Context: an optimization exercise on an open-source flow, tuned for small area and a short achievable clock period. The choices shown serve that exercise and are no tape-out recipe. Function was checked by simulation only, so behaviour that the tests miss may differ from the original. Power is estimated from default activity; no workload was simulated.

==> inputs of 06-20 <==
==> flow/design.v (excerpt) <==
module fir_gen (input clk, input reset, input Load_x,
    input signed [7:0] x_in, input signed [7:0] c_in, output signed [7:0] y_out);
reg [7:0] c0, c1, c2;
reg [3:0] xo, xt, xn;
reg [15:0] a2r0;
reg [15:0] a2r1;
reg [16:0] a1r0;
reg [16:0] a1r1;
reg [16:0] a1r2;
reg [2:0] yq;
reg [7:0] yg;
reg [7:0] yp;
wire [8:0] xe = {x_in, 1'b0};
wire [3:0] bo, bt, bn;
genvar gi;
generate for (gi = 0; gi < 4; gi = gi + 1) begin : rec
  assign bo[gi] = xe[2*gi+1] ^ xe[2*gi];
  assign bt[gi] = (xe[2*gi+2] & ~xe[2*gi+1] & ~xe[2*gi]) | (~xe[2*gi+2] & xe[2*gi+1] & xe[2*gi]);
  assign bn[gi] = xe[2*gi+2];
end endgenerate
wire [3:0] xon = Load_x ? bo : xo;
wire [3:0] xtn = Load_x ? bt : xt;
wire [3:0] xnn = Load_x ? bn : xn;
wire p1;
wire p2;
wire p3;
wire p4;
wire p5;
wire p6;
wire p7;
wire p8;
wire p9;
wire p10;
wire p11;
wire p12;
wire p13;
wire p14;
wire p15;
wire p16;
wire p17;
wire p18;
wire p19;
wire p20;
wire p21;
wire p22;
wire p23;
wire p24;
wire p25;
wire p26;
wire p27;
wire p28;
wire p29;
wire p30;
wire p31;
wire p32;
wire p33;
wire p34;
wire p35;
wire p36;
wire s37;
wire c38;
wire s39;
  ...
==> flow/config.mk <==
export PLATFORM = sky130hd
export DESIGN_NAME = fir_gen
export DESIGN_NICKNAME = fir_gen
export VERILOG_FILES = /design/flow/design.v
export SDC_FILE = /design/flow/constraint.sdc
export NUM_CORES = 4
export LEC_CHECK = 0
export CAP_MARGIN = 20
export CORE_MARGIN = 2
export CORE_UTILIZATION = 50
export SETUP_SLACK_MARGIN = 2.6
export SLEW_MARGIN = 20
export SYNTH_HIERARCHICAL = 1
export SYNTH_MINIMUM_KEEP_SIZE = 0
export TNS_END_PERCENT = 30
==> flow/constraint.sdc <==
create_clock -name core_clock -period 5.5 [get_ports {clk}]
set_input_delay 1.1000 -clock core_clock [delete_from_list [all_inputs] [get_ports {clk}]]
set_output_delay 1.1000 -clock core_clock [all_outputs]
set_load 0.01 [all_outputs]
standard.sh (not shown) runs the stock make flow with config.mk's settings and CLKGATE_MAP_FILE= SYNTH_SCRIPT=/design/flow/synth_recipe.tcl, a recipe that flattens the netlist after the stock synthesis.
==> flow/flow/run.sh <==
#!/bin/bash
# Own layout flow: the standard flow (standard.sh), with two changes after synthesis:
#  - the input and output port buffers are buf_1 cells (buffer_ports -buffer_cell)
#  - clock tree synthesis without dummy loads
# Each step's full output goes to its own log file in this folder.
set -euo pipefail
bash standard.sh synth > synth.log 2>&1
export BUFFER_PORTS_ARGS="-buffer_cell sky130_fd_sc_hd__buf_1"
export CTS_ARGS="-sink_clustering_enable -repair_clock_nets -dont_use_dummy_load"
bash standard.sh floorplan > floorplan.log 2>&1
bash standard.sh place > place.log 2>&1
bash standard.sh cts > cts.log 2>&1
bash standard.sh route > route.log 2>&1
bash standard.sh finish > finish.log 2>&1
test -f out/final.def
==> 02-15: changes against 06-20 <==
SETUP_SLACK_MARGIN = 2.7   (was 2.6)
TNS_END_PERCENT = 0   (was 30)
==> 07-28: changes against 06-20 <==
SETUP_SLACK_MARGIN = 2.5   (was 2.6)
TNS_END_PERCENT = 15   (was 30)
==> notes.md <==
Reg-to-Reg Start: 06-20 xo[0]$_DFFE_PP0P_; 02-15 xt[0]$_DFFE_PP0P_; 07-28 xt[1]$_DFFE_PP0P_
WP data arrival: 06-20 1.83 ns; 02-15 1.83 ns; 07-28 1.89 ns
Via count: 06-20 4590; 02-15 4637; 07-28 4508
Post-Layout Inst Area: 06-20 8110 um^2; 02-15 8200 um^2; 07-28 7880 um^2
Combinational power: 06-20 3.08 mW; 02-15 3.06 mW; 07-28 2.94 mW
Total power: 06-20 5.01 mW; 02-15 4.99 mW; 07-28 4.88 mW
Fillers: 06-20 1224; 02-15 1218; 07-28 1253
Signal buffers share of area: 06-20 0.0485; 02-15 0.0572; 07-28 0.0357
Detail Route met3 WL: 06-20 772 um; 02-15 721 um; 07-28 454 um
Run status: 06-20 complete, no violations; 02-15 complete, no violations; 07-28 complete, no violations
Max-slew headroom: 06-20 0.555; 02-15 0.555; 07-28 0.560
Via count of the first global-routing pass: 06-20 5067; 02-15 5046; 07-28 4952
Met1 Track Usage GR: 06-20 0.294; 02-15 0.290; 07-28 0.281
Largest incremental delay on the critical path: 06-20 0.53 ns; 02-15 0.53 ns; 07-28 0.51 ns
Clock share of power: 06-20 0.107; 02-15 0.108; 07-28 0.111
Fmax: 06-20 341 MHz; 02-15 341 MHz; 07-28 335 MHz
Flip-flop and latch power: 06-20 1.40 mW; 02-15 1.40 mW; 07-28 1.39 mW
Slew @ Worst Pin: 06-20 0.668 ns; 02-15 0.668 ns; 07-28 0.660 ns
Final WS setup: 06-20 2.57 ns; 02-15 2.57 ns; 07-28 2.51 ns
Post-route minimum period: 06-20 2.93 ns; 02-15 2.93 ns; 07-28 2.99 ns
Share of cell area taken by flip-flops and latches: 06-20 0.318; 02-15 0.315; 07-28 0.326
Minimum hold slack: 06-20 0.554 ns; 02-15 0.554 ns; 07-28 0.556 ns
Critical Path Fanout Max: 06-20 4; 02-15 4; 07-28 5
GR met3 Demand/Resource: 06-20 0.0312; 02-15 0.0300; 07-28 0.0295
Power density over the cells: 06-20 619 nW/um^2; 02-15 609 nW/um^2; 07-28 618 nW/um^2
First-pass GRT wire length: 06-20 26400 um; 02-15 26200 um; 07-28 25600 um

==> afterwards: timing with drivers on the ports <==
No port has a modelled driver above. Below, the same layouts with a new extraction and two added sets of constraints.
Step 1: set_driving_cell puts a clkbuf_16 on clk and a buf_2 on each other input, an assumption about the parent block.
Step 2 adds t to the input delays and takes it off the output delays; t is the mean of the earliest and latest rising clock arrival at the registers after step 1. Input paths then give back, and output paths get back, about the clock's delay inside the block.
Slacks: ideal ports / drivers / drivers and shift; pairs: ideal ports / drivers.
run	t (ns)	setup slack, ns	worst hold slack (ns)	slew at the worst register clock pin (ns)	cell pins on the clock port's net
06-20	0.384	2.568 / 2.529 / 2.370	0.554 / 0.554 / 0.554	0.07 / 0.07	1
02-15	0.385	2.568 / 2.529 / 2.359	0.554 / 0.554 / 0.554	0.07 / 0.07	1
07-28	0.387	2.514 / 2.472 / 2.346	0.556 / 0.556 / 0.556	0.07 / 0.07	1
After both steps every run listed still meets setup and hold. The setup slack of 02-15, which loses most, moves by -0.039 ns with the drivers and by -0.209 ns with both steps.
